What follows belongs to an exercise in optimizing a design on an open flow for small area and a short achievable clock period; a production flow would make more cautious choices.
In this exercise RTL edits were held to simulation tests only and were not proved equivalent to the original.

$ cat run.sh
#!/bin/bash
# synth_recipe.tcl (not shown) runs the flow's synth.tcl, then flattens the netlist and writes it again
# the make line also repeats each setting of config.mk as NAME=value (left out here)
make -C /OpenROAD-flow-scripts/flow DESIGN_CONFIG=/design/flow/config.mk WORK_HOME=/design/flow/orfs CLKGATE_MAP_FILE= SYNTH_SCRIPT=/design/flow/synth_recipe.tcl finish
$ cat config.mk
export PLATFORM = sky130hd
export DESIGN_NAME = calc
export DESIGN_NICKNAME = calc
export VERILOG_FILES = /design/flow/design.v
export SDC_FILE = /design/flow/constraint.sdc
export NUM_CORES = 4
export LEC_CHECK = 0
export CAP_MARGIN = 20
export CORE_MARGIN = 2
export CORE_UTILIZATION = 40
export SETUP_SLACK_MARGIN = 4
export SLEW_MARGIN = 20
$ cat constraint.sdc
create_clock -name core_clock -period 7.5 [get_ports {CLK}]
set_input_delay 1.5000 -clock core_clock [delete_from_list [all_inputs] [get_ports {CLK}]]
set_output_delay 1.5000 -clock core_clock [all_outputs]
set_load 0.01 [all_outputs]
$ cat design.v
module calc(out, decimal, CLK, RST, CE, plus, sub, multi, equal);
output [14:0] out;
input  [9:0]  decimal;
input  CLK, RST, CE, plus, sub, multi, equal;
reg [14:0] B, R;
reg [2:0]  cnt;
reg [1:0]  ope;    
reg        P;      
reg fx8, fx4, fxn, fy1, fy2, fyn;   
reg fk;                             
reg fci;                            
reg [3:0] ff;                       
wire [3:0] d = decimal[9] ? 4'd9 : decimal[8] ? 4'd8 : decimal[7] ? 4'd7 :
               decimal[6] ? 4'd6 : decimal[5] ? 4'd5 : decimal[4] ? 4'd4 :
               decimal[3] ? 4'd3 : decimal[2] ? 4'd2 : decimal[1] ? 4'd1 : 4'd0;
wire digit = (decimal != 10'd0) && (cnt != 3'd7);
wire o_non = (ope == 2'd0), o_add = (ope == 2'd1), o_sub = (ope == 2'd2), o_mul = (ope == 2'd3);
wire o_as  = o_add | o_sub;
wire bx4 = (d == 4'd3) | (d == 4'd4) | (d == 4'd5);
wire bx8 = (d >= 4'd6);
wire by1 = (d == 4'd1) | (d == 4'd3) | (d == 4'd5) | (d == 4'd7) | (d == 4'd9);
wire by2 = (d == 4'd2) | (d == 4'd6);
wire byn = (d == 4'd3) | (d == 4'd6) | (d == 4'd7);
wire [3:0] f = o_mul ? 4'd0 : o_sub ? 4'd9 - d : d;
always @(posedge CLK) begin
    fx8 <= o_as | (o_mul & bx8);
    fx4 <= o_mul & bx4;
    fxn <= o_as;
    fy1 <= o_as | (o_mul & by1);
    fy2 <= o_mul & by2;
    fyn <= o_as | (o_mul & byn);
    fk  <= o_add;
    fci <= o_add | (o_mul & byn);
    ff  <= {f[3], f[2] | f[3], f[1] | f[3], f[0]};
end
wire [14:0] W = {R[11:0], fk, fk, fk};
wire [14:0] V = {R[13:0], fk};
wire [11:0] Xh = ((fx8 ? B[11:0] : 12'd0) | (fx4 ? B[12:1] : 12'd0)) ^ {12{fxn}};
wire [14:0] X = {Xh, (fx4 & B[0]) | ff[2], ff[1], ff[0]};
wire [14:0] Y = ((fy1 ? B : 15'd0) | (fy2 ? {B[13:0], 1'b0} : 15'd0)) ^ {15{fyn}};
wire [14:0] s1 = W ^ V ^ X;
wire [14:0] c1 = {(W[13:0] & V[13:0]) | (W[13:0] & X[13:0]) | (V[13:0] & X[13:0]), ff[3]};
wire [14:0] s2 = s1 ^ c1 ^ Y;
wire [14:0] c2 = {(s1[13:0] & c1[13:0]) | (s1[13:0] & Y[13:0]) | (c1[13:0] & Y[13:0]), ff[3]};
wire [14:0] S = s2 + c2 + {14'd0, fci};
wire [14:0] Reff = P ? S : R;
always @(posedge CLK or negedge RST)
    if (!RST) begin
        B <= 0; R <= 0; cnt <= 0; ope <= 0; P <= 0;
    end else begin
        P <= digit;
        if (digit) begin
            R <= Reff;
            cnt <= cnt + 3'd1;
        end else if (plus | sub | multi) begin
            B <= Reff;
            ope <= plus ? 2'd1 : sub ? 2'd2 : 2'd3;
            R <= (plus | sub) ? Reff : 15'd0;
            cnt <= 0;
        end else if (equal) begin
            if (!o_non) B <= Reff;
            ope <= 0;
            R <= 0;
            cnt <= 0;
        end else if (CE) begin
            R <= o_as ? B : 15'd0;
            cnt <= 0;
        end else
            R <= Reff;
    end
assign out = B;
endmodule
==> flow_summary_export.csv, run 1 <==
group,metric,value,unit
route,drt_pass1_iterations,5,
sta,relSlewSlack,37.02,%
clock_network,hold_buffers,0,
critical_path,crit_path_start_kind,"flop",
logic_synthesis,netlist_instances,408,
sta,highest_achievable_clock_rate,0.2832,GHz
finish,finish.net_count,514,
route,drc,0,
placement,place.port_buffers,31,
logic_synthesis,muxShareOfSynthArea,2.691,%
clock_network,clockRootBuffer,"sky130_fd_sc_hd__clkbuf_8",
outcome,outcome,"timing/DRC/antenna clean",
clock_network,cts_tree,"built",
critical_path,arrival,3670,ps
sta,drv_slew,0,
route,post_drt_via_cell_ratio,5.582,
critical_path,worst_r2r_endpoint,"R[13]$_DFF_PN0_",
sta,setup_repair_after_global_routing_missed_its_margin,"true",
critical_path,origin_of_the_critical_flop_to_flop_path,"fx8$_DFF_P_",
floorplanning,row_count,36,
finish,drive_above_1_share,21.16,%
logic_synthesis,syn-mean-instance-area,9.571,µm²
logic_synthesis,synth_top_family_by_area,"adder cells",
logic_synthesis,synth_warnings,1,
critical_path,path_max_fanout,12,
logic_synthesis,synth.net_count,474,
logic_synthesis,synth-xor-area-share,9.869,%
global_route,number_of_antenna_violations_at_the_first_check_in_global_routing,0,
sta,final.hold.worst_slack,508.1,ps
clock_network,numCtsBuffers,5,
worst_hold_path,holdPathStages,1,
global_route,grt_start_max_net_pins,37,
sta,post-route-period-util,47.08,%
floorplanning,core,0.009639,mm²
logic_synthesis,synth_sequential_area_ratio,29.22,%
finish,antennaDiodeCount,0,
logic_synthesis,synth.ff_latch_count,48,
route,wire_per_inst,17.60,µm
logic_synthesis,mappedNetlistArea,0.003905,mm²
placement,dp_hpwl,7529,µm
placement,globalplace.congestion,0.9753,
finish,area.growth.synth_to_final,25.89,%
global_route,first_global_vias,3291,
route,total_via_count_after_detailed_routing,3249,
sta,skew,9.085,ps
critical_path,end_kind,"flop",
global_route,total_grt_usage,20.45,%
logic_synthesis,yosys.cell_types.count,54,
logic_synthesis,yosys.area_share.simple,11.95,%
route,antenna_violating_nets_left,0,
finish,final_util,51.00,%
sta,final_hold_viol_count,0,
clock_network,worst_setup_hold_path_clk_slew,90,ps
clock_network,clock_insertion_delay_worst_skew,310,ps
critical_path,timing.reg2reg.worst_path_depth,11,
worst_hold_path,min_path_type,"reg -> reg",
job,max_cap_violations,0,
route,drt_iter0_markers,182,
logic_synthesis,ys_async_sr_fraction,75.00,%
finish,post_layout_instance_count_excluding_filler_cells,582,
logic_synthesis,ys_dominant_reg_cell,"sky130_fd_sc_hd__dfrtp_1",
sta,finalSetupViolCount,0,
sta,tightest_slew,944.6,ps
clock_network,deepest_clock_path_buffer_count,2,
route,drt_wl_total,10240,µm
floorplanning,die-area,0.01057,mm²
logic_synthesis,post_synth_fa_ha_maj_area_fraction,21.28,%
floorplanning,dieHeight,102.8,µm
critical_path,cp.required,7640,ps
critical_path,timing.setup.critical_path_class,"reg -> reg",
global_route,globalRoute.totalOverflow,0,
sta,final_period_minus_worst_setup_slack,3531,ps
logic_synthesis,synth_enable_flop_cells,0,
floorplanning,die-width,102.8,µm
worst_hold_path,startpoint_of_the_most_critical_hold_path,"cnt[0]$_DFFE_PN0P_",
floorplanning,num_io_pins,32,
critical_path,ff2ff_setup_slack,3970,ps
worst_hold_path,min_delay_worst_endpoint,"cnt[0]$_DFFE_PN0P_",
floorplanning,initial_utilization,40.51,%
global_route,grt_pass1_wl,16530,µm
clock_network,clkSinkCount,48,
logic_synthesis,synth_compound_gate_area_share,20.70,%
placement,numPlacedInstances,555,
clock_network,htreeDepth,2,
sta,tns,0,ps
finish,fillCellCount,917,
-- final cells by class --
cell class	instances	area [µm²]	area share, %
Timing Repair Buffer	51	455.4	9.264
Sequential cell	48	1167	23.75
Multi-Input combinational cell	320	2914	59.28
Clock buffer	7	118.9	2.418
Clock inverter	1	8.758	0.1782
Inverter	22	85.08	1.731
Tap cell	133	166.4	3.385
-- per-layer routing --
layer	GRT usage, %	up-vias	share of wire (%)
met1	27.08	1618	43
li1	-	1520	-
met4	4.656	0	0.68
met3	3.254	7	6.2
met5	0	-	0
met2	35.44	104	50
-- state kept, by name (all words and copies together), names as in the netlist --
register	cells
fy2	1
cnt	3
fy1	1
R	15
fxn	1
fx8	1
fx4	1
P	1
fci	1
ope	2
fk	1
fyn	1
B	15
ff	4
-- metrics by stage --
step | worst slack (ps) | area, µm²
floorplan | 4037 | 3916
detailed placement | 3263 | 4308
finish | 3969 | 4916
CTS | 3999 | 4772
global route | 3865 | 4916
global placement | 3278 | 4308
-- how the worst max path moves through the flow --
stage,from,end,slack (ps),cells after the start
CTS,B[4]$_DFFE_PN0P_,R[13]$_DFF_PN0_,4000,11
finish,fx8$_DFF_P_,R[13]$_DFF_PN0_,3970,11
global route,B[2]$_DFFE_PN0P_,R[13]$_DFF_PN0_,3870,12
detailed placement,fyn$_DFF_P_,R[10]$_DFF_PN0_,3260,11
global placement,fyn$_DFF_P_,R[10]$_DFF_PN0_,3280,11
floorplan,B[4]$_DFFE_PN0P_,R[13]$_DFF_PN0_,4040,11
-- cells in the mapped netlist, types with 4 or more instances --
master,count,area [µm²]
sky130_fd_sc_hd__dfrtp_1,36,900.9
sky130_fd_sc_hd__nand2_1,36,135.1
sky130_fd_sc_hd__xnor2_1,30,262.8
sky130_fd_sc_hd__fa_1,29,580.6
sky130_fd_sc_hd__nor2_1,27,101.4
sky130_fd_sc_hd__a22oi_1,26,195.2
sky130_fd_sc_hd__a21oi_1,21,105.1
sky130_fd_sc_hd__inv_1,21,78.83
sky130_fd_sc_hd__ha_1,20,250.2
sky130_fd_sc_hd__o21ai_0,16,80.08
sky130_fd_sc_hd__xor2_1,14,122.6
sky130_fd_sc_hd__dfxtp_1,12,240.2
sky130_fd_sc_hd__clkbuf_1,9,33.78
sky130_fd_sc_hd__nand2b_1,9,56.30
sky130_fd_sc_hd__a21o_1,7,52.55
sky130_fd_sc_hd__mux2i_1,6,60.06
sky130_fd_sc_hd__nor3_1,6,30.03
sky130_fd_sc_hd__o31ai_1,6,45.04
sky130_fd_sc_hd__nand3_1,5,25.02
sky130_fd_sc_hd__o21a_1,5,37.54
sky130_fd_sc_hd__buf_1,4,15.01
sky130_fd_sc_hd__mux2_2,4,45.04
sky130_fd_sc_hd__o21ai_1,4,20.02
sky130_fd_sc_hd__o22ai_1,4,25.02
-- worst max-delay path: stages (launching register included) --
cell and delay, ps:
sky130_fd_sc_hd__dfxtp_4 410, sky130_fd_sc_hd__a22oi_2 200, sky130_fd_sc_hd__xnor2_2 90, sky130_fd_sc_hd__fa_1 570, sky130_fd_sc_hd__fa_1 470, sky130_fd_sc_hd__ha_4 290, sky130_fd_sc_hd__a2111o_1 390, sky130_fd_sc_hd__o22ai_4 190
sky130_fd_sc_hd__o21ai_2 100, sky130_fd_sc_hd__a311oi_2 300, sky130_fd_sc_hd__xor2_1 210, sky130_fd_sc_hd__a32oi_1 120
-- logic make-up after synthesis --
kind of cell / after synthesis
compound gates: 118
xor+xnor: 44
fa+ha+maj: 49
buf+inv: 40
flops: 48
mux: 10
simple gates: 99
-- cells in the final DEF (no fill, tap or decap), types with 4 or more instances in the layout --
| cell type | instances |
|---|---|
| sky130_fd_sc_hd__o21ai_1 | 6 |
| sky130_fd_sc_hd__nand3_1 | 5 |
| sky130_fd_sc_hd__clkbuf_8 | 5 |
| sky130_fd_sc_hd__fa_1 | 26 |
| sky130_fd_sc_hd__nand2b_1 | 7 |
| sky130_fd_sc_hd__inv_1 | 21 |
| sky130_fd_sc_hd__buf_4 | 20 |
| sky130_fd_sc_hd__dfrtp_2 | 5 |
| sky130_fd_sc_hd__dfrtp_1 | 31 |
| sky130_fd_sc_hd__a21o_1 | 6 |
| sky130_fd_sc_hd__nor2_1 | 25 |
| sky130_fd_sc_hd__mux2_2 | 4 |
| sky130_fd_sc_hd__nor3_1 | 6 |
| sky130_fd_sc_hd__clkdlybuf4s50_1 | 30 |
| sky130_fd_sc_hd__ha_1 | 12 |
| sky130_fd_sc_hd__a22oi_2 | 4 |
| sky130_fd_sc_hd__ha_4 | 7 |
| sky130_fd_sc_hd__nand2_1 | 36 |
| sky130_fd_sc_hd__dfxtp_1 | 6 |
| sky130_fd_sc_hd__dfxtp_4 | 5 |
| sky130_fd_sc_hd__xor2_1 | 12 |
| sky130_fd_sc_hd__a21oi_2 | 4 |
| sky130_fd_sc_hd__a21oi_1 | 17 |
| sky130_fd_sc_hd__o21ai_0 | 12 |
| sky130_fd_sc_hd__xnor2_1 | 28 |
| sky130_fd_sc_hd__a22oi_1 | 22 |
| sky130_fd_sc_hd__mux2i_1 | 5 |
| sky130_fd_sc_hd__o21a_1 | 5 |
-- repair_timing --
action,CTS,global route
gates cloned,0,0
setup endpoints to repair,29,23
gates resized for setup,53,21
buffers inserted,15,4
pin swaps,23,17
==> run 2, diff against run 1 <==
--- a/config.mk
+++ b/config.mk
@@ -8,5 +8,4 @@
 export CAP_MARGIN = 20
 export CORE_MARGIN = 2
 export CORE_UTILIZATION = 40
-export SETUP_SLACK_MARGIN = 4
 export SLEW_MARGIN = 20
==> run 2 against run 1 <==
Synthesized cell count stayed put. Clock skew is 5.6 ps higher. Setup slack worse by 760 ps. Utilization is 5.5 points lower. First-iteration DRC count is 15% lower. Via count is 5.5% lower. Global-route usage is 0.81 points lower. Design area is 11% lower. Maximum frequency is 18% lower. Critical path depth stayed put.
==> flow_summary_export.csv, run 2 <==
group,metric,value,unit
floorplanning,die-area,0.01057,mm²
logic_synthesis,ys_dominant_reg_cell,"sky130_fd_sc_hd__dfrtp_1",
route,drt_iter0_markers,154,
placement,dp_hpwl,7465,µm
critical_path,ff2ff_setup_slack,3200,ps
logic_synthesis,syn-mean-instance-area,9.571,µm²
critical_path,worstPathCellList,"xor2_1 > fa_1 > fa_1 > fa_1 > nand2b_1 > a21o_1 > a211oi_1 > nor3_1 > o31ai_1 > a221oi_1 > nor2_1",
route,drt_pass1_iterations,5,
sta,skew,14.71,ps
sta,finalSetupViolCount,0,
global_route,number_of_antenna_violations_at_the_first_check_in_global_routing,0,
global_route,grt_start_max_net_pins,37,
clock_network,worst_setup_hold_path_clk_slew,100,ps
clock_network,cts_tree,"built",
logic_synthesis,post-synth-top-area-cell,"sky130_fd_sc_hd__dfrtp_1",
clock_network,clkSinkCount,48,
global_route,first_global_vias,3031,
sta,final.hold.worst_slack,515.9,ps
logic_synthesis,synth_top_cells_by_area,"sky130_fd_sc_hd__dfrtp_1 23%, sky130_fd_sc_hd__fa_1 15%, sky130_fd_sc_hd__xnor2_1 6.7%",
finish,area.growth.synth_to_final,12.30,%
clock_network,htreeDepth,2,
route,post_drt_via_cell_ratio,5.453,
logic_synthesis,yosys.cell_types.count,54,
critical_path,origin_of_the_critical_flop_to_flop_path,"fyn$_DFF_P_",
logic_synthesis,ys_async_sr_fraction,75.00,%
logic_synthesis,synth_top_cells_by_count,"36 x sky130_fd_sc_hd__dfrtp_1, 36 x sky130_fd_sc_hd__nand2_1, 30 x sky130_fd_sc_hd__xnor2_1",
logic_synthesis,mappedNetlistArea,0.003905,mm²
finish,fillCellCount,963,
sta,final_period_minus_worst_setup_slack,4295,ps
finish,final_util,45.50,%
worst_hold_path,holdPathStages,1,
critical_path,crit_path_start_kind,"flop",
finish,most-common-layout-cells,"36 x sky130_fd_sc_hd__dfrtp_1, 36 x sky130_fd_sc_hd__nand2_1, 30 x sky130_fd_sc_hd__xnor2_1, 30 x sky130_fd_sc_hd__clkdlybuf4s50_1, 29 x sky130_fd_sc_hd__fa_1",
global_route,total_grt_usage,19.64,%
clock_network,postCtsSetupRepairBufs,0,
floorplanning,dieHeight,102.8,µm
critical_path,arrival,4540,ps
logic_synthesis,synth_warnings,1,
sta,tns,0,ps
worst_hold_path,startpoint_of_the_most_critical_hold_path,"cnt[0]$_DFFE_PN0P_",
finish,drive_above_1_share,4.419,%
floorplanning,row_count,36,
outcome,outcome,"timing/DRC/antenna clean",
placement,globalplace.congestion,0.8480,
route,total_via_count_after_detailed_routing,3070,
sta,relSlewSlack,33.05,%
critical_path,critical_path.top_delay_family,"adder cells",
critical_path,path_max_fanout,15,
clock_network,numCtsBuffers,5,
finish,registers_with_the_most_flip_flops,"B x15, R x15, ff x4",
floorplanning,num_io_pins,32,
logic_synthesis,synth_sequential_area_ratio,29.22,%
critical_path,critical_path.n_buffers_inverters,0,
critical_path,end_kind,"flop",
worst_hold_path,min_path_type,"reg -> reg",
placement,place.port_buffers,31,
clock_network,clockRootBuffer,"sky130_fd_sc_hd__clkbuf_8",
sta,setup_repair_after_global_routing_missed_its_margin,"false",
logic_synthesis,netlist.area_leader.share,23.07,%
clock_network,hold_buffers,0,
logic_synthesis,synth_enable_flop_cells,0,
sta,drv_slew,0,
critical_path,timing.critical_path.slowest_cell_delay,990,ps
floorplanning,die-width,102.8,µm
route,drt_wl_total,9661,µm
sta,post-route-period-util,57.27,%
critical_path,timing.setup.critical_path_class,"reg -> reg",
critical_path,crit_path_frequent_cell,"sky130_fd_sc_hd__fa_1",
route,drc,0,
finish,finish.net_count,495,
route,wire_per_inst,17.16,µm
logic_synthesis,netlist_instances,408,
route,antenna_violating_nets_left,0,
critical_path,worst_r2r_endpoint,"R[10]$_DFF_PN0_",
global_route,grt_pass1_wl,15950,µm
critical_path,cp.required,7740,ps
sta,final_hold_viol_count,0,
logic_synthesis,synth.ff_latch_count,48,
global_route,globalRoute.totalOverflow,0,
logic_synthesis,synth.net_count,474,
clock_network,clock_insertion_delay_worst_skew,310,ps
clock_network,post_cts_resize_count,0,
floorplanning,core,0.009639,mm²
worst_hold_path,min_delay_worst_endpoint,"cnt[0]$_DFFE_PN0P_",
critical_path,cp_slowest_cell,"sky130_fd_sc_hd__dfxtp_1",
sta,highest_achievable_clock_rate,0.2328,GHz
finish,antennaDiodeCount,0,
job,max_cap_violations,0,
sta,tightest_slew,1003,ps
floorplanning,initial_utilization,40.51,%
critical_path,timing.reg2reg.worst_path_depth,11,
clock_network,deepest_clock_path_buffer_count,2,
run 2: cell counts after synthesis:
No cell type changed its count.
run 2: logic make-up after synthesis:
logic type,after synthesis,synth area share [%]
adders and majority gates,49,21.28
and+or+nand+nor,99,11.95
xor gates and xnor gates,44,9.869
buffers and inverters,40,4.293
AOI/OAI and AO/OA,118,20.70
DFF,48,29.22
muxes,10,2.691
run 2: worst max path at each step:
| stage | cells past startpoint | slack (ps) | endpoint | start |
|---|---|---|---|---|
| final | 11 | 3200 | R[10]$_DFF_PN0_ | fyn$_DFF_P_ |
| after global routing | 11 | 2920 | R[10]$_DFF_PN0_ | fyn$_DFF_P_ |
| after CTS | 11 | 3260 | R[10]$_DFF_PN0_ | fyn$_DFF_P_ |
| after detailed placement | 11 | 3280 | R[10]$_DFF_PN0_ | fyn$_DFF_P_ |
| after global placement | 11 | 3280 | B[14]$_DFFE_PN0P_ | fyn$_DFF_P_ |
| after floorplan | 11 | 3800 | R[13]$_DFF_PN0_ | fxn$_DFF_P_ |
run 2: cell type report:
cell class / count / area (µm²) / area share (%)
Clock buffer: 6 / 72.57 / 1.655
Sequential cell: 48 / 1141 / 26.02
Clock inverter: 2 / 11.26 / 0.2568
Multi-Input combinational cell: 320 / 2596 / 59.20
Tap cell: 133 / 166.4 / 3.795
Inverter: 22 / 85.08 / 1.940
Timing Repair Buffer: 32 / 312.8 / 7.133
run 2: metal layers:
metal | part of all wire (%) | up-vias | wire (µm) | global-route usage, %
li1 | - | 1479 | - | -
met1 | 47 | 1503 | 4519 | 28.46
met2 | 47 | 81 | 4571 | 32.18
met3 | 5.2 | 7 | 502 | 2.576
met4 | 0.70 | 0 | 68 | 3.239
met5 | 0 | - | 0 | 0
run 2: metrics by stage:
stage,instance area (µm²),instances,setup WS [ps]
after floorplan,3905,408,3798
after global placement,4302,555,3282
after detailed placement,4302,555,3279
after CTS,4385,563,3258
after global routing,4385,563,2924
final,4385,563,3205
==> run 3, diff against run 2 <==
--- a/config.mk
+++ b/config.mk
@@ -8,4 +8,5 @@
 export CAP_MARGIN = 20
 export CORE_MARGIN = 2
 export CORE_UTILIZATION = 40
+export SETUP_SLACK_MARGIN = 5
 export SLEW_MARGIN = 20
==> run 3 against run 2 <==
Synthesized cell count stayed put. Maximum frequency is 19% higher. Via count is 14% higher. Still clean. Largest cell class unchanged. Critical path type unchanged.
==> flow_summary_export.csv, run 3 <==
group,metric,value,unit
outcome,outcome,"timing/DRC/antenna clean",
clock_network,clkSinkCount,48,
logic_synthesis,ys_async_sr_fraction,75.00,%
global_route,grt_start_max_net_pins,37,
worst_hold_path,min_delay_worst_endpoint,"cnt[0]$_DFFE_PN0P_",
finish,antennaDiodeCount,0,
global_route,first_global_vias,3503,
placement,dp_hpwl,7813,µm
critical_path,origin_of_the_critical_flop_to_flop_path,"B[3]$_DFFE_PN0P_",
placement,numPlacedInstances,554,
critical_path,timing.setup.critical_path_class,"reg -> reg",
placement,place.port_buffers,31,
logic_synthesis,post-synth-top-area-cell,"sky130_fd_sc_hd__dfrtp_1",
logic_synthesis,synth_enable_flop_cells,0,
sta,final_period_minus_worst_setup_slack,3596,ps
logic_synthesis,synth_top_cells_by_count,"36 x sky130_fd_sc_hd__dfrtp_1, 36 x sky130_fd_sc_hd__nand2_1, 30 x sky130_fd_sc_hd__xnor2_1",
floorplanning,core,0.009639,mm²
worst_hold_path,startpoint_of_the_most_critical_hold_path,"cnt[0]$_DFFE_PN0P_",
placement,globalplace.congestion,0.8516,
sta,finalWorstSetupSlack,3904,ps
logic_synthesis,yosys.cell_types.count,54,
finish,area.growth.synth_to_final,44.09,%
job,max_cap_violations,0,
critical_path,timing.critical_path.slowest_cell_delay,510,ps
global_route,number_of_antenna_violations_at_the_first_check_in_global_routing,0,
logic_synthesis,synth_sequential_area_ratio,29.22,%
critical_path,cp.required,7640,ps
sta,finalSetupViolCount,0,
clock_network,hold_buffers,0,
finish,post_layout_instance_count_excluding_filler_cells,640,
critical_path,worstPathCellList,"a22oi_2 > xnor2_2 > fa_1 > fa_1 > ha_4 > a2111o_1 > o22ai_4 > o21ai_2 > a311oi_2 > xor2_1 > a32oi_1",
critical_path,arrival,3740,ps
critical_path,critical_path.n_buffers_inverters,0,
route,total_via_count_after_detailed_routing,3495,
logic_synthesis,synth.net_count,474,
clock_network,clock_insertion_delay_worst_skew,300,ps
floorplanning,num_io_pins,32,
critical_path,crit_path_start_kind,"flop",
critical_path,crit_path_frequent_cell,"sky130_fd_sc_hd__fa_1",
logic_synthesis,synth.ff_latch_count,48,
route,drt_wl_total,11640,µm
finish,most_frequent_standard_cell_in_the_layout_excluding_fill_and_tap_cells,"sky130_fd_sc_hd__buf_4",
route,post_drt_via_cell_ratio,5.461,
sta,relSlewSlack,42.50,%
finish,finish.net_count,572,
sta,drv_slew,0,
sta,highest_achievable_clock_rate,0.2781,GHz
sta,skew,8.457,ps
critical_path,path_max_fanout,4,
floorplanning,initial_utilization,40.51,%
clock_network,clockRootBuffer,"sky130_fd_sc_hd__clkbuf_8",
sta,post-route-period-util,47.94,%
logic_synthesis,netlist.area_leader.share,23.07,%
logic_synthesis,ys_dominant_reg_cell,"sky130_fd_sc_hd__dfrtp_1",
finish,drive_above_1_share,43.00,%
finish,most-common-layout-cells,"52 x sky130_fd_sc_hd__buf_4, 32 x sky130_fd_sc_hd__nand2_1, 30 x sky130_fd_sc_hd__buf_6",
critical_path,worst_r2r_endpoint,"R[13]$_DFF_PN0_",
sta,final_hold_viol_count,0,
logic_synthesis,mappedNetlistArea,0.003905,mm²
critical_path,critical_path.top_delay_family,"compound AO/OA/AOI/OAI gates",
clock_network,deepest_clock_path_buffer_count,2,
global_route,grt_pass1_wl,18600,µm
sta,final.hold.worst_slack,509.6,ps
critical_path,cp_slowest_cell,"sky130_fd_sc_hd__fa_1",
global_route,globalRoute.totalOverflow,0,
sta,setup_repair_after_global_routing_missed_its_margin,"true",
worst_hold_path,min_path_type,"reg -> reg",
floorplanning,row_count,36,
critical_path,end_kind,"flop",
floorplanning,dieHeight,102.8,µm
logic_synthesis,synth_top_cells_by_area,"sky130_fd_sc_hd__dfrtp_1 23%, sky130_fd_sc_hd__fa_1 15%, sky130_fd_sc_hd__xnor2_1 6.7%",
sta,tightest_slew,862.5,ps
logic_synthesis,netlist_instances,408,
critical_path,ff2ff_setup_slack,3900,ps
finish,registers_with_the_most_flip_flops,"B x15, R x15, ff x4",
clock_network,worst_setup_hold_path_clk_slew,100,ps
worst_hold_path,holdPathStages,1,
sta,tns,0,ps
placement,placement.setup.worst_slack,3370,ps
floorplanning,die-area,0.01057,mm²
route,drt_iter0_markers,160,
clock_network,cts_tree,"built",
clock_network,htreeDepth,2,
route,antenna_violating_nets_left,0,
route,drt_pass1_iterations,5,
route,wire_per_inst,18.19,µm
logic_synthesis,synth_warnings,1,
global_route,total_grt_usage,22.70,%
floorplanning,die-width,102.8,µm
logic_synthesis,syn-mean-instance-area,9.571,µm²
clock_network,numCtsBuffers,5,
route,drc,0,
finish,fillCellCount,852,
critical_path,timing.reg2reg.worst_path_depth,11,
-- run 3: cell counts after synthesis --
Identical to the previous run, type by type.
-- run 3: worst max path at each step --
stage | from | endpoint | slack, ps | cells past startpoint
finish | B[3]$_DFFE_PN0P_ | R[13]$_DFF_PN0_ | 3900 | 11
global route | B[3]$_DFFE_PN0P_ | R[10]$_DFF_PN0_ | 3770 | 12
CTS | B[2]$_DFFE_PN0P_ | R[13]$_DFF_PN0_ | 3960 | 12
detailed placement | decimal[9] | R[12]$_DFF_PN0_ | 3370 | 8
global placement | decimal[9] | R[9]$_DFF_PN0_ | 3420 | 8
floorplan | B[4]$_DFFE_PN0P_ | R[13]$_DFF_PN0_ | 4120 | 11
-- run 3: stage by stage --
step	cell area, µm²	util (%)
4_1_cts	5426	56.30
3_5_place_dp	4548	47.18
5_1_grt	5627	58.37
6_report	5627	58.37
3_3_place_gp	4548	47.18
2_1_floorplan	4208	-
-- run 3: worst register-to-register path, stage by stage (launching register included) --
cell,delay (ps)
sky130_fd_sc_hd__dfrtp_2,460
sky130_fd_sc_hd__a22oi_2,240
sky130_fd_sc_hd__xnor2_2,150
sky130_fd_sc_hd__fa_1,450
sky130_fd_sc_hd__fa_1,510
sky130_fd_sc_hd__ha_4,200
sky130_fd_sc_hd__a2111o_1,440
sky130_fd_sc_hd__o22ai_4,220
sky130_fd_sc_hd__o21ai_2,120
sky130_fd_sc_hd__a311oi_2,290
sky130_fd_sc_hd__xor2_1,230
sky130_fd_sc_hd__a32oi_1,130
-- run 3: repair_timing --
action	CTS	global route
resized for setup	198	28
buffers inserted	64	13
endpoints found under the hold margin	0	0
pin swaps	51	30
endpoints found under the setup margin	60	50
cloned	1	0
-- run 3: per-layer routing --
metal	routed length (µm)	global-route usage (%)
met3	422	1.831
met5	0	0
met4	103	4.656
met2	5650	37.25
met1	5465	33.22
-- run 3: area by class of cell --
type                       count  area [µm²]  area share [%]
multi-input combinational    321        3133           55.68
inverter                      22       90.09           1.601
sequential                    48        1181           20.99
clock inverter                 3       68.82           1.223
timing repair buffer         108       918.4           16.32
clock buffer                   5       68.82           1.223
tap                          133       166.4           2.958
-- run 3: kinds of logic (layout without fill, tap and decap cells) --
family | Yosys count | in the layout | share of synthesized area, %
flops | 48 | 48 | 29.22
compound gates | 118 | 119 | 20.70
simple gates | 99 | 99 | 11.95
xor+xnor | 44 | 44 | 9.869
buf+inv | 40 | 138 | 4.293
mux | 10 | 10 | 2.691
fa+ha+maj | 49 | 49 | 21.28
==> run 4, diff against run 3 <==
--- a/config.mk
+++ b/config.mk
@@ -5,8 +5,9 @@
 export SDC_FILE = /design/flow/constraint.sdc
 export NUM_CORES = 4
 export LEC_CHECK = 0
+export ABC_CLOCK_PERIOD_IN_PS = 2500
 export CAP_MARGIN = 20
 export CORE_MARGIN = 2
 export CORE_UTILIZATION = 40
-export SETUP_SLACK_MARGIN = 5
+export SETUP_SLACK_MARGIN = 4
 export SLEW_MARGIN = 20
==> run 4 against run 3 <==
Maximum frequency rose by 1.8%. Utilization shrank 7.4 points. First-iteration DRC count is 14% higher. Setup slack better by 65 ps. Sequential cell count is the same. Die area stayed put. Design area shrank 13%. Critical endpoint unchanged.
==> flow_summary_export.csv, run 4 <==
group,metric,value,unit
global_route,grt_start_max_net_pins,37,
job,max_cap_violations,0,
clock_network,deepest_clock_path_buffer_count,2,
logic_synthesis,yosys.cell_types.count,54,
finish,most_frequent_standard_cell_in_the_layout_excluding_fill_and_tap_cells,"sky130_fd_sc_hd__nand2_1",
critical_path,timing.setup.critical_path_class,"reg -> reg",
floorplanning,initial_utilization,40.51,%
floorplanning,die-width,102.8,µm
logic_synthesis,synth_warnings,1,
floorplanning,num_io_pins,32,
sta,skew,9.085,ps
sta,highest_achievable_clock_rate,0.2832,GHz
worst_hold_path,min_path_type,"reg -> reg",
sta,final_period_minus_worst_setup_slack,3531,ps
finish,reg_area,0.001167,mm²
logic_synthesis,post-synth-top-area-cell,"sky130_fd_sc_hd__dfrtp_1",
sta,finalSetupViolCount,0,
clock_network,cts_tree,"built",
critical_path,cp.required,7640,ps
logic_synthesis,synth_sequential_area_ratio,29.22,%
route,wire_per_inst,17.60,µm
global_route,total_grt_usage,20.45,%
route,post_drt_via_cell_ratio,5.582,
logic_synthesis,syn-mean-instance-area,9.571,µm²
finish,most-common-layout-cells,"36 x sky130_fd_sc_hd__nand2_1, 31 x sky130_fd_sc_hd__dfrtp_1, 30 x sky130_fd_sc_hd__clkdlybuf4s50_1",
floorplanning,core,0.009639,mm²
route,total_via_count_after_detailed_routing,3249,
placement,placement.setup.worst_slack,3263,ps
critical_path,arrival,3670,ps
global_route,first_global_vias,3291,
finish,registers_with_the_most_flip_flops,"B x15, R x15, ff x4",
global_route,grt_pass1_wl,16530,µm
floorplanning,die-area,0.01057,mm²
logic_synthesis,synth_top_cells_by_count,"36 x sky130_fd_sc_hd__dfrtp_1, 36 x sky130_fd_sc_hd__nand2_1, 30 x sky130_fd_sc_hd__xnor2_1",
logic_synthesis,synth.ff_latch_count,48,
floorplanning,dieHeight,102.8,µm
logic_synthesis,ys_dominant_reg_cell,"sky130_fd_sc_hd__dfrtp_1",
critical_path,cp_slowest_cell,"sky130_fd_sc_hd__fa_1",
route,drt_iter0_markers,182,
clock_network,clkSinkCount,48,
logic_synthesis,mappedNetlistArea,0.003905,mm²
clock_network,clockRootBuffer,"sky130_fd_sc_hd__clkbuf_8",
global_route,globalRoute.totalOverflow,0,
clock_network,clock_insertion_delay_worst_skew,310,ps
finish,final_util,51.00,%
clock_network,worst_setup_hold_path_clk_slew,90,ps
logic_synthesis,synth.net_count,474,
sta,final.hold.worst_slack,508.1,ps
finish,finish.net_count,514,
logic_synthesis,synth_enable_flop_cells,0,
finish,fillCellCount,917,
sta,setup_repair_after_global_routing_missed_its_margin,"true",
sta,drv_slew,0,
placement,globalplace.congestion,0.9753,
clock_network,htreeDepth,2,
finish,drive_above_1_share,21.16,%
critical_path,crit_path_frequent_cell,"sky130_fd_sc_hd__fa_1",
route,drc,0,
critical_path,worstPathCellList,"a22oi_2 > xnor2_2 > fa_1 > fa_1 > ha_4 > a2111o_1 > o22ai_4 > o21ai_2 > a311oi_2 > xor2_1 > a32oi_1",
finish,area.growth.synth_to_final,25.89,%
sta,finalWorstSetupSlack,3969,ps
sta,tns,0,ps
sta,tightest_slew,944.6,ps
placement,dp_hpwl,7529,µm
route,drt_wl_total,10240,µm
outcome,outcome,"timing/DRC/antenna clean",
finish,multiInputGateArea,0.002914,mm²
sta,post-route-period-util,47.08,%
critical_path,timing.critical_path.slowest_cell_delay,570,ps
finish,antennaDiodeCount,0,
floorplanning,row_count,36,
logic_synthesis,ys_async_sr_fraction,75.00,%
sta,relSlewSlack,37.02,%
clock_network,numCtsBuffers,5,
logic_synthesis,netlist.area_leader.share,23.07,%
logic_synthesis,netlist_instances,408,
critical_path,crit_path_start_kind,"flop",
route,antenna_violating_nets_left,0,
critical_path,end_kind,"flop",
sta,final_hold_viol_count,0,
placement,place.port_buffers,31,
global_route,number_of_antenna_violations_at_the_first_check_in_global_routing,0,
logic_synthesis,synth_top_cells_by_area,"sky130_fd_sc_hd__dfrtp_1 23%, sky130_fd_sc_hd__fa_1 15%, sky130_fd_sc_hd__xnor2_1 6.7%",
critical_path,path_max_fanout,12,
route,drt_pass1_iterations,5,
==> run 4: cell counts after synthesis <==
Identical to the previous run, type by type.
==> run 4: cell type report <==
| cell class | count | area share [%] |
|---|---|---|
| Clock inverter | 1 | 0.1782 |
| Sequential cell | 48 | 23.75 |
| Timing Repair Buffer | 51 | 9.264 |
| Clock buffer | 7 | 2.418 |
| Inverter | 22 | 1.731 |
| Multi-Input combinational cell | 320 | 59.28 |
| Tap cell | 133 | 3.385 |
==> run 4: cell families (layout without fill, tap and decap cells) <==
family	after synthesis	after routing	synth area share, %
AOI/OAI and AO/OA	118	118	20.70
xor gates and xnor gates	44	44	9.869
adders and majority gates	49	49	21.28
buffers and inverters	40	81	4.293
DFF	48	48	29.22
muxes	10	10	2.691
and+or+nand+nor	99	99	11.95
==> run 4: worst max-delay path: cells and delay by family, from the launching register on <==
family / cells / cell delay [ps]
adder cells (fa/ha/maj): 3 / 1330
AO/OA/AOI/OAI: 6 / 1300
flip-flops: 1 / 410
XOR/XNOR: 2 / 300
==> run 4: per-stage QoR <==
step	cells	instance area (µm²)
3_3_place_gp	555	4308
4_1_cts	578	4772
3_5_place_dp	555	4308
5_1_grt	582	4916
6_report	582	4916
2_1_floorplan	408	3916
==> run 4: path summary, 6_finish.rpt <==
kind                       cells after the start            endpoint                from  slack [ps]
min reg2reg                                    1  cnt[0]$_DFFE_PN0P_  cnt[0]$_DFFE_PN0P_         510
min                                            1  cnt[0]$_DFFE_PN0P_  cnt[0]$_DFFE_PN0P_         510
max                                           11     R[13]$_DFF_PN0_         fx8$_DFF_P_        3970
max in group asynchronous                      1    B[1]$_DFFE_PN0P_                 RST        5650
max reg2reg                                   11     R[13]$_DFF_PN0_         fx8$_DFF_P_        3970
min in group asynchronous                      1   B[14]$_DFFE_PN0P_                 RST        1270
==> run 4: per-layer routing <==
metal  wire length [µm]  track usage [%]  up-vias
met5                  0                0        -
met4                 70            4.656        0
met2               5105            35.44      104
met3                631            3.254        7
met1               4433            27.08     1618
li1                   -                -     1520
==> run 4: timing repair <==
action | 4_1_cts | 5_1_grt
resized for setup | 53 | 21
pin swaps | 23 | 17
hold endpoints to repair | 0 | 0
setup buffers | 15 | 4
endpoints found under the setup margin | 29 | 23
hold buffers | 0 | 0
==> run 5, diff against run 4 <==
==> flow/run.sh (new file) <==
#!/bin/bash
# Standard layout, but with plain buf_2 cells as the port buffers.
set -euo pipefail
bash standard.sh "BUFFER_PORTS_ARGS=-buffer_cell sky130_fd_sc_hd__buf_2" finish > orfs_flow.log 2>&1
==> standard.sh (new file) <==
#!/bin/bash
# synth_recipe.tcl (not shown) runs the flow's synth.tcl, then flattens the netlist and writes it again
# the make line also repeats each setting of config.mk as NAME=value (left out here)
make -C /OpenROAD-flow-scripts/flow DESIGN_CONFIG=/design/flow/config.mk WORK_HOME=/design/flow/orfs CLKGATE_MAP_FILE= SYNTH_SCRIPT=/design/flow/synth_recipe.tcl "${@:-finish}"
--- a/config.mk
+++ b/config.mk
@@ -5,7 +5,6 @@
 export SDC_FILE = /design/flow/constraint.sdc
 export NUM_CORES = 4
 export LEC_CHECK = 0
-export ABC_CLOCK_PERIOD_IN_PS = 2500
 export CAP_MARGIN = 20
 export CORE_MARGIN = 2
 export CORE_UTILIZATION = 40
removed: run.sh
==> run 5 against run 4 <==
Synthesized area unchanged. Hold slack about the same. Global-route usage is 0.48 points lower. Non-clock buffer count decreased by 1. Clock skew is 2.5 ps lower. Sequential cell count unchanged. Sequential share of layout area up 0.90 points. Routed wire length up 0.81%. Synthesized cell count unchanged. First-iteration DRC count fell by 3.3%. Still clean.
==> flow_summary_export.csv, run 5 <==
group,metric,value,unit
critical_path,crit_path_start_kind,"flop",
floorplanning,core,0.009639,mm²
logic_synthesis,yosys.cell_types.count,54,
logic_synthesis,ys_dominant_reg_cell,"sky130_fd_sc_hd__dfrtp_1",
clock_network,numCtsBuffers,5,
floorplanning,row_count,36,
clock_network,worst_setup_hold_path_clk_slew,90,ps
route,drc,0,
worst_hold_path,min_path_type,"reg -> reg",
floorplanning,die-area,0.01057,mm²
finish,area.growth.synth_to_final,21.82,%
critical_path,path_max_fanout,3,
global_route,globalRoute.totalOverflow,0,
finish,antennaDiodeCount,0,
sta,post-route-period-util,48.37,%
global_route,first_global_vias,3088,
placement,placement.setup.worst_slack,3282,ps
route,total_via_count_after_detailed_routing,3290,
logic_synthesis,synth_top_cells_by_count,"36 x sky130_fd_sc_hd__dfrtp_1, 36 x sky130_fd_sc_hd__nand2_1, 30 x sky130_fd_sc_hd__xnor2_1",
clock_network,cts_tree,"built",
clock_network,clock_insertion_delay_worst_skew,300,ps
logic_synthesis,synth_warnings,1,
job,max_cap_violations,0,
finish,most_frequent_standard_cell_in_the_layout_excluding_fill_and_tap_cells,"sky130_fd_sc_hd__nand2_1",
floorplanning,die-width,102.8,µm
sta,final.hold.worst_slack,507.8,ps
logic_synthesis,synth.net_count,474,
global_route,grt_start_max_net_pins,37,
route,drt_iter0_markers,176,
logic_synthesis,mappedNetlistArea,0.003905,mm²
sta,finalSetupViolCount,0,
route,antenna_violating_nets_left,0,
route,drt_pass1_iterations,5,
route,post_drt_via_cell_ratio,5.663,
clock_network,clkSinkCount,48,
clock_network,clockRootBuffer,"sky130_fd_sc_hd__clkbuf_8",
sta,highest_achievable_clock_rate,0.2757,GHz
logic_synthesis,ys_async_sr_fraction,75.00,%
clock_network,deepest_clock_path_buffer_count,2,
logic_synthesis,synth_sequential_area_ratio,29.22,%
logic_synthesis,synth_top_cells_by_area,"sky130_fd_sc_hd__dfrtp_1 23%, sky130_fd_sc_hd__fa_1 15%, sky130_fd_sc_hd__xnor2_1 6.7%",
floorplanning,initial_utilization,40.51,%
finish,most-common-layout-cells,"36 x sky130_fd_sc_hd__nand2_1, 31 x sky130_fd_sc_hd__buf_2, 27 x sky130_fd_sc_hd__dfrtp_1, 27 x sky130_fd_sc_hd__fa_1, 26 x sky130_fd_sc_hd__nor2_1",
finish,fillCellCount,891,
floorplanning,dieHeight,102.8,µm
critical_path,cp.required,7630,ps
clock_network,htreeDepth,2,
sta,finalWorstSetupSlack,3872,ps
placement,globalplace.congestion,0.9819,
finish,drive_above_1_share,28.13,%
global_route,grt_pass1_wl,16260,µm
logic_synthesis,post-synth-top-area-cell,"sky130_fd_sc_hd__dfrtp_1",
route,wire_per_inst,17.77,µm
critical_path,arrival,3760,ps
global_route,total_grt_usage,19.96,%
placement,place.port_buffers,31,
sta,final_period_minus_worst_setup_slack,3628,ps
logic_synthesis,netlist_instances,408,
sta,setup_repair_after_global_routing_missed_its_margin,"true",
sta,tns,0,ps
logic_synthesis,syn-mean-instance-area,9.571,µm²
critical_path,end_kind,"flop",
finish,finish.net_count,513,
sta,relSlewSlack,42.23,%
sta,final_hold_viol_count,0,
floorplanning,num_io_pins,32,
global_route,number_of_antenna_violations_at_the_first_check_in_global_routing,0,
clock_network,hold_buffers,0,
placement,dp_hpwl,7516,µm
finish,registers_with_the_most_flip_flops,"B x15, R x15, ff x4",
sta,tightest_slew,866.6,ps
sta,skew,6.613,ps
logic_synthesis,netlist.area_leader.share,23.07,%
critical_path,timing.setup.critical_path_class,"reg -> reg",
sta,drv_slew,0,
route,drt_wl_total,10320,µm
outcome,outcome,"timing/DRC/antenna clean",
logic_synthesis,synth_enable_flop_cells,0,
logic_synthesis,synth.ff_latch_count,48,
## run 5: kinds of logic after synthesis
family,Yosys count,share of synthesized area (%)
fa+ha+maj,49,21.28
flops,48,29.22
mux,10,2.691
compound gates,118,20.70
buf+inv,40,4.293
simple gates,99,11.95
xor+xnor,44,9.869
## run 5: area by class of cell
type                    count  area, µm²  area share (%)
clock inverters             1      6.256          0.1315
flip-flops and latches     48       1172           24.64
inverters                  22      85.08           1.789
well taps                 133      166.4           3.498
repair buffers             50      310.3           6.523
multi-input cells         320       2930           61.60
clock buffers               7      86.33           1.815
## run 5: final timing paths
check / from / cells after the start / end / slack (ps)
worst max-delay path: B[3]$_DFFE_PN0P_ / 11 / R[13]$_DFF_PN0_ / 3870
max in group asynchronous: RST / 1 / B[0]$_DFFE_PN0P_ / 5610
worst min-delay path: cnt[0]$_DFFE_PN0P_ / 1 / cnt[0]$_DFFE_PN0P_ / 510
min in group asynchronous: RST / 1 / B[12]$_DFFE_PN0P_ / 1300
worst min register to register: cnt[0]$_DFFE_PN0P_ / 1 / cnt[0]$_DFFE_PN0P_ / 510
worst max register to register: B[3]$_DFFE_PN0P_ / 11 / R[13]$_DFF_PN0_ / 3870
## run 5: per-stage QoR
stage / std cells / util (%) / instance area (µm²)
after floorplan: 408 / - / 3916
after global placement: 555 / 43.13 / 4158
after detailed placement: 555 / 43.13 / 4158
after CTS: 570 / 46.02 / 4436
after global routing: 581 / 49.35 / 4757
final: 581 / 49.35 / 4757
## run 5: worst max-delay path: stages (launching register included)
cell	delay (ps)
sky130_fd_sc_hd__dfrtp_2	440
sky130_fd_sc_hd__a22oi_2	200
sky130_fd_sc_hd__xnor2_2	90
sky130_fd_sc_hd__fa_1	560
sky130_fd_sc_hd__fa_1	470
sky130_fd_sc_hd__ha_4	200
sky130_fd_sc_hd__a2111o_1	450
sky130_fd_sc_hd__o22ai_4	270
sky130_fd_sc_hd__o21ai_4	90
sky130_fd_sc_hd__a311oi_2	290
sky130_fd_sc_hd__xor2_1	250
sky130_fd_sc_hd__a32oi_1	150
## run 5: metal layers
layer	track usage, %	routed length (µm)
met3	2.373	630
met4	4.858	303
met1	28.40	4518
met2	32.78	4872
met5	0	0
## run 5: repair_timing
action	in CTS	in global routing
setup endpoints to repair	17	18
buffers inserted	7	11
hold endpoints to repair	0	0
pin swaps	7	25
gates resized for setup	36	39
==> run 6, diff against run 5 <==
--- a/config.mk
+++ b/config.mk
@@ -8,5 +8,5 @@
 export CAP_MARGIN = 20
 export CORE_MARGIN = 2
 export CORE_UTILIZATION = 40
-export SETUP_SLACK_MARGIN = 4
+export SETUP_SLACK_MARGIN = 3
 export SLEW_MARGIN = 20
==> run 6 against run 5 <==
Non-clock buffer count down 18. Sequential cell count is the same. Synthesized cell count unchanged. Routed wire length fell by 4.2%. Hold slack improved by 6.2 ps. Maximum frequency decreased by 13%. Die area stayed put. Cell count shrank 3.1%. Setup slack worse by 530 ps. Critical path type unchanged. Critical endpoint is now R[10]$_DFF_PN0_. Highest routed layer unchanged.
==> flow_summary_export.csv, run 6 <==
group,metric,value,unit
sta,setup_repair_after_global_routing_missed_its_margin,"false",
clock_network,cts_tree,"built",
global_route,total_grt_usage,20.07,%
sta,final_period_minus_worst_setup_slack,4159,ps
logic_synthesis,muxShareOfSynthArea,2.691,%
finish,most-common-layout-cells,"36 x sky130_fd_sc_hd__dfrtp_1, 36 x sky130_fd_sc_hd__nand2_1, 31 x sky130_fd_sc_hd__buf_2",
logic_synthesis,synth_top_family_by_area,"adder cells",
job,max_cap_violations,0,
clock_network,htreeDepth,2,
logic_synthesis,ys_async_sr_fraction,75.00,%
sta,tns,0,ps
floorplanning,initial_utilization,40.51,%
logic_synthesis,synth_top_cells_by_area,"sky130_fd_sc_hd__dfrtp_1 23%, sky130_fd_sc_hd__fa_1 15%, sky130_fd_sc_hd__xnor2_1 6.7%",
floorplanning,die-area,0.01057,mm²
clock_network,worst_setup_hold_path_clk_slew,90,ps
critical_path,arrival,4420,ps
logic_synthesis,synth.ff_latch_count,48,
placement,post_dp_cell_area,0.004151,mm²
sta,final_hold_viol_count,0,
floorplanning,num_io_pins,32,
finish,fillCellCount,960,
placement,place.port_buffers,31,
logic_synthesis,yosys.cell_types.count,54,
floorplanning,die-width,102.8,µm
sta,finalSetupViolCount,0,
logic_synthesis,synth_sequential_area_ratio,29.22,%
route,drt_pass1_iterations,4,
finish,multiInputGateArea,0.002596,mm²
route,drt_iter0_markers,198,
critical_path,worstPathCellList,"xor2_1 > fa_1 > fa_1 > fa_1 > nand2b_1 > a21o_1 > a211oi_1 > nor3_1 > o31ai_1 > a221oi_1 > nor2_1",
logic_synthesis,syn-mean-instance-area,9.571,µm²
sta,highest_achievable_clock_rate,0.2404,GHz
placement,globalplace.congestion,0.9461,
clock_network,hold_buffers,0,
clock_network,clockRootBuffer,"sky130_fd_sc_hd__clkbuf_8",
logic_synthesis,mappedNetlistArea,0.003905,mm²
floorplanning,dieHeight,102.8,µm
logic_synthesis,synth_compound_gate_area_share,20.70,%
logic_synthesis,synth_top_cells_by_count,"36 x sky130_fd_sc_hd__dfrtp_1, 36 x sky130_fd_sc_hd__nand2_1, 30 x sky130_fd_sc_hd__xnor2_1",
clock_network,deepest_clock_path_buffer_count,2,
sta,relSlewSlack,38.42,%
finish,finish.net_count,495,
clock_network,clock_insertion_delay_worst_skew,330,ps
worst_hold_path,holdPathStages,2,
logic_synthesis,post-synth-top-area-cell,"sky130_fd_sc_hd__dfrtp_1",
finish,post-route-cell-area,0.004274,mm²
critical_path,crit_path_start_kind,"flop",
route,antenna_violating_nets_left,0,
critical_path,ff2ff_setup_slack,3340,ps
finish,antennaDiodeCount,0,
global_route,globalRoute.totalOverflow,0,
critical_path,end_kind,"flop",
clock_network,clkSinkCount,48,
logic_synthesis,synth-xor-area-share,9.869,%
finish,registers_with_the_most_flip_flops,"B x15, R x15, ff x4",
global_route,grt_start_max_net_pins,37,
critical_path,timing.critical_path.slowest_cell_delay,890,ps
logic_synthesis,ys_dominant_reg_cell,"sky130_fd_sc_hd__dfrtp_1",
floorplanning,core,0.009639,mm²
placement,dp_hpwl,7542,µm
logic_synthesis,synth_enable_flop_cells,0,
global_route,grt_pass1_wl,16040,µm
clock_network,numCtsBuffers,5,
placement,numPlacedInstances,555,
clock_network,post_cts_resize_count,0,
worst_hold_path,min_path_type,"reg -> reg",
logic_synthesis,synth.net_count,474,
critical_path,cp_slowest_cell,"sky130_fd_sc_hd__dfxtp_1",
critical_path,path_max_fanout,15,
global_route,number_of_antenna_violations_at_the_first_check_in_global_routing,0,
critical_path,cp.required,7760,ps
logic_synthesis,synth_warnings,1,
logic_synthesis,netlist.area_leader.share,23.07,%
route,total_via_count_after_detailed_routing,3123,
sta,post-route-period-util,55.45,%
clock_network,postCtsSetupRepairBufs,0,
logic_synthesis,post_synth_fa_ha_maj_area_fraction,21.28,%
sta,skew,19.94,ps
critical_path,timing.reg2reg.worst_path_depth,11,
route,drc,0,
finish,area.growth.synth_to_final,9.452,%
finish,post_layout_instance_count_excluding_filler_cells,563,
route,drt_wl_total,9887,µm
finish,reg_area,0.001141,mm²
global_route,first_global_vias,3091,
route,wire_per_inst,17.56,µm
floorplanning,row_count,36,
logic_synthesis,yosys.area_share.simple,11.95,%
route,post_drt_via_cell_ratio,5.547,
critical_path,crit_path_frequent_cell,"sky130_fd_sc_hd__fa_1",
finish,drive_above_1_share,11.40,%
critical_path,timing.setup.critical_path_class,"reg -> reg",
outcome,outcome,"timing/DRC/antenna clean",
sta,tightest_slew,921.7,ps
logic_synthesis,netlist_instances,408,
sta,drv_slew,0,
## run 6: cell counts after synthesis
No cell type changed its count.
## run 6: stage by stage
| stage | hold slack, ps | utilization, % | worst slack [ps] |
|---|---|---|---|
| after floorplan | 463.9 | - | 3798 |
| after global placement | 486.1 | 43.07 | 3409 |
| after detailed placement | 495.5 | 43.07 | 3366 |
| after CTS | 519.8 | 44.34 | 3358 |
| after global routing | 554.5 | 44.34 | 3096 |
| final | 514.0 | 44.34 | 3341 |
## run 6: routing by layer
metal | GRT usage, % | routed length, µm | share of wire [%] | vias to the layer above
met5 | 0 | 0 | 0 | -
met4 | 6.073 | 196 | 2.0 | 0
met3 | 3.661 | 499 | 5.0 | 16
met2 | 32.58 | 4557 | 46 | 98
met1 | 27.49 | 4633 | 47 | 1525
li1 | - | - | - | 1484
## run 6: final timing paths
path / from / end
max: fyn$_DFF_P_ / R[10]$_DFF_PN0_
min: cnt[1]$_DFFE_PN0P_ / cnt[1]$_DFFE_PN0P_
max reg2reg: fyn$_DFF_P_ / R[10]$_DFF_PN0_
min reg2reg: cnt[1]$_DFFE_PN0P_ / cnt[1]$_DFFE_PN0P_
max in group asynchronous: RST / B[0]$_DFFE_PN0P_
min in group asynchronous: RST / R[13]$_DFF_PN0_
## run 6: kinds of logic (layout without fill, tap and decap cells)
logic type / Yosys count / in the layout
AO/OA/AOI/OAI: 118 / 118
XOR/XNOR: 44 / 44
adder cells (fa/ha/maj): 49 / 49
buffers and inverters: 40 / 62
flip-flops: 48 / 48
multiplexers: 10 / 10
AND/OR/NAND/NOR: 99 / 99
## run 6: worst max-delay path: cells and delay by family, from the launching register on
family	cells	cell delay, ps
AO/OA/AOI/OAI	4	1220
XOR/XNOR	1	230
AND/OR/NAND/NOR	3	400
adder cells (fa/ha/maj)	3	1370
flip-flops	1	890
## run 6: cell type report
cell class | instances | area share (%)
Clock buffer | 8 | 2.869
Inverter | 22 | 1.991
Multi-Input combinational cell | 320 | 60.74
Sequential cell | 48 | 26.70
Tap cell | 133 | 3.893
Timing Repair Buffer | 32 | 3.806
==> run 7, diff against run 6 <==
--- a/config.mk
+++ b/config.mk
@@ -8,5 +8,5 @@
 export CAP_MARGIN = 20
 export CORE_MARGIN = 2
 export CORE_UTILIZATION = 40
-export SETUP_SLACK_MARGIN = 3
+export SETUP_SLACK_MARGIN = 3.5
 export SLEW_MARGIN = 20
==> run 7 against run 6 <==
First-iteration DRC count shrank 4.0%. Largest cell class unchanged. Highest routed layer unchanged. Setup slack better by 340 ps. Synthesized area unchanged. Via count down 1.1%. Utilization increased by 0.35 points. Synthesized cell count unchanged. Count of clock-buffer cells in the layout unchanged. Still clean. Sequential share of layout area is 0.064 points lower.
==> flow_summary_export.csv, run 7 <==
group,metric,value,unit
clock_network,cts_tree,"built",
worst_hold_path,min_delay_worst_endpoint,"cnt[1]$_DFFE_PN0P_",
sta,skew,17.13,ps
placement,dp_hpwl,7542,µm
logic_synthesis,synth_warnings,1,
worst_hold_path,holdPathStages,2,
sta,tightest_slew,922.3,ps
logic_synthesis,synth.net_count,474,
critical_path,timing.setup.critical_path_class,"reg -> reg",
finish,antennaDiodeCount,0,
route,drc,0,
finish,area.growth.synth_to_final,10.32,%
logic_synthesis,syn-mean-instance-area,9.571,µm²
critical_path,timing.reg2reg.worst_path_depth,11,
route,drt_iter0_markers,190,
critical_path,crit_path_start_kind,"flop",
finish,registers_with_the_most_flip_flops,"B x15, R x15, ff x4",
logic_synthesis,ys_async_sr_fraction,75.00,%
sta,setup_repair_after_global_routing_missed_its_margin,"true",
floorplanning,num_io_pins,32,
logic_synthesis,synth_enable_flop_cells,0,
placement,numPlacedInstances,555,
clock_network,htreeDepth,2,
sta,highest_achievable_clock_rate,0.2615,GHz
logic_synthesis,netlist.area_leader.share,23.07,%
floorplanning,dieHeight,102.8,µm
logic_synthesis,yosys.cell_types.count,54,
logic_synthesis,ys_dominant_reg_cell,"sky130_fd_sc_hd__dfrtp_1",
logic_synthesis,synth.ff_latch_count,48,
finish,finish.net_count,495,
critical_path,worst_r2r_endpoint,"R[13]$_DFF_PN0_",
logic_synthesis,post-synth-top-area-cell,"sky130_fd_sc_hd__dfrtp_1",
job,max_cap_violations,0,
finish,post-route-cell-area,0.004308,mm²
finish,most-common-layout-cells,"36 x sky130_fd_sc_hd__dfrtp_1, 36 x sky130_fd_sc_hd__nand2_1, 31 x sky130_fd_sc_hd__buf_2",
clock_network,clockRootBuffer,"sky130_fd_sc_hd__clkbuf_8",
placement,post_dp_cell_area,0.004151,mm²
global_route,globalRoute.totalOverflow,0,
route,drt_pass1_iterations,5,
placement,globalplace.congestion,0.9461,
global_route,first_global_vias,3091,
critical_path,end_kind,"flop",
logic_synthesis,netlist_instances,408,
floorplanning,die-width,102.8,µm
route,post_drt_via_cell_ratio,5.487,
sta,final.hold.worst_slack,513.9,ps
critical_path,cp.required,7670,ps
floorplanning,row_count,36,
route,drt_wl_total,9825,µm
sta,final_hold_viol_count,0,
logic_synthesis,synth_sequential_area_ratio,29.22,%
sta,tns,0,ps
critical_path,arrival,3990,ps
clock_network,deepest_clock_path_buffer_count,2,
sta,final_period_minus_worst_setup_slack,3823,ps
clock_network,numCtsBuffers,5,
sta,finalSetupViolCount,0,
clock_network,clkSinkCount,48,
global_route,grt_pass1_wl,16040,µm
clock_network,worst_setup_hold_path_clk_slew,100,ps
clock_network,clock_insertion_delay_worst_skew,320,ps
worst_hold_path,startpoint_of_the_most_critical_hold_path,"cnt[1]$_DFFE_PN0P_",
finish,drive_above_1_share,13.72,%
global_route,total_grt_usage,20.07,%
placement,place.port_buffers,31,
route,antenna_violating_nets_left,0,
logic_synthesis,mappedNetlistArea,0.003905,mm²
critical_path,ff2ff_setup_slack,3680,ps
floorplanning,initial_utilization,40.51,%
sta,drv_slew,0,
global_route,grt_start_max_net_pins,37,
logic_synthesis,synth_top_cells_by_area,"sky130_fd_sc_hd__dfrtp_1 23%, sky130_fd_sc_hd__fa_1 15%, sky130_fd_sc_hd__xnor2_1 6.7%",
logic_synthesis,synth_top_cells_by_count,"36 x sky130_fd_sc_hd__dfrtp_1, 36 x sky130_fd_sc_hd__nand2_1, 30 x sky130_fd_sc_hd__xnor2_1",
global_route,number_of_antenna_violations_at_the_first_check_in_global_routing,0,
critical_path,path_max_fanout,7,
critical_path,origin_of_the_critical_flop_to_flop_path,"B[4]$_DFFE_PN0P_",
worst_hold_path,min_path_type,"reg -> reg",
finish,post_layout_instance_count_excluding_filler_cells,563,
route,wire_per_inst,17.45,µm
sta,post-route-period-util,50.98,%
outcome,outcome,"timing/DRC/antenna clean",
finish,fillCellCount,953,
floorplanning,die-area,0.01057,mm²
finish,final_util,44.69,%
sta,relSlewSlack,38.38,%
route,total_via_count_after_detailed_routing,3089,
floorplanning,core,0.009639,mm²
## run 7: cell type report
class	count	area (µm²)	area share (%)
clock buffer	8	122.6	2.846
inverter	22	85.08	1.975
multi-input combinational	320	2624	60.91
sequential	48	1147	26.63
tap	133	166.4	3.863
timing repair buffer	32	162.7	3.776
## run 7: what timing repair did
| item | CTS | global route |
|---|---|---|
| setup buffers | 0 | 0 |
| endpoints found under the setup margin | 4 | 10 |
| resized for setup | 2 | 8 |
| hold buffers | 0 | 0 |
## run 7: worst max path at each step
stage	end	cells past startpoint	slack, ps	from
finish	R[13]$_DFF_PN0_	11	3680	B[4]$_DFFE_PN0P_
global route	R[13]$_DFF_PN0_	11	3490	B[4]$_DFFE_PN0P_
CTS	R[13]$_DFF_PN0_	10	3510	fxn$_DFF_P_
detailed placement	R[10]$_DFF_PN0_	11	3370	fyn$_DFF_P_
global placement	R[10]$_DFF_PN0_	11	3410	fyn$_DFF_P_
floorplan	R[13]$_DFF_PN0_	11	3800	fxn$_DFF_P_
## run 7: cells by family (layout without fill, tap and decap cells)
kind of cell,after synthesis,count (layout),synth area share [%]
simple gates,99,99,11.95
buf+inv,40,62,4.293
flops,48,48,29.22
fa+ha+maj,49,49,21.28
compound gates,118,118,20.70
xor+xnor,44,44,9.869
mux,10,10,2.691
## run 7: routing by layer
layer / share of wire [%] / global-route usage [%]
met3: 5.8 / 3.661
met4: 2.0 / 6.073
met2: 46 / 32.58
met1: 46 / 27.49
met5: 0 / 0
## run 7: critical path, cell delays in order (launching register included)
cell and delay [ps]:
sky130_fd_sc_hd__dfrtp_1 480, sky130_fd_sc_hd__a22oi_1 240, sky130_fd_sc_hd__xnor2_1 180, sky130_fd_sc_hd__fa_1 480
sky130_fd_sc_hd__fa_1 440, sky130_fd_sc_hd__ha_1 370, sky130_fd_sc_hd__a2111o_1 390, sky130_fd_sc_hd__o22ai_2 220
sky130_fd_sc_hd__o21ai_1 140, sky130_fd_sc_hd__a311oi_2 330, sky130_fd_sc_hd__xor2_1 260, sky130_fd_sc_hd__a32oi_1 130
## run 7: stage by stage
stage	worst slack [ps]
after CTS	3511
after global routing	3485
after floorplan	3798
after detailed placement	3366
final	3677
after global placement	3409

[re-timing with driven ports]
No port has a modelled driver above. Below, the same layouts with a new extraction and two added sets of constraints.
Step 1: set_driving_cell puts a clkbuf_16 on CLK and a buf_2 on each other input, an assumption about the parent block.
Step 2 times the ports against the registers' clock, not the clock port: input delays grow and output delays shrink by t, the midpoint of the rising clock arrivals with the driver on.
Three values: ideal, step 1, step 2; two values: the first two.
run | t (ns) | setup WS [ns] | hold slack, ns | pins driven straight from the clock port
run 1 | 0.335 | 3.969 / 3.969 / 3.711 | 0.508 / 0.508 / 0.508 | 1
run 2 | 0.329 | 3.205 / 3.205 / 3.205 | 0.516 / 0.516 / 0.516 | 1
run 3 | 0.327 | 3.904 / 3.904 / 3.904 | 0.510 / 0.510 / 0.510 | 1
run 4 | 0.335 | 3.969 / 3.969 / 3.711 | 0.508 / 0.508 / 0.508 | 1
run 5 | 0.331 | 3.872 / 3.872 / 3.869 | 0.508 / 0.508 / 0.508 | 1
run 6 | 0.349 | 3.341 / 3.341 / 3.341 | 0.514 / 0.514 / 0.514 | 1
run 7 | 0.347 | 3.677 / 3.677 / 3.677 | 0.514 / 0.514 / 0.514 | 1
After both steps every run listed still meets setup and hold.
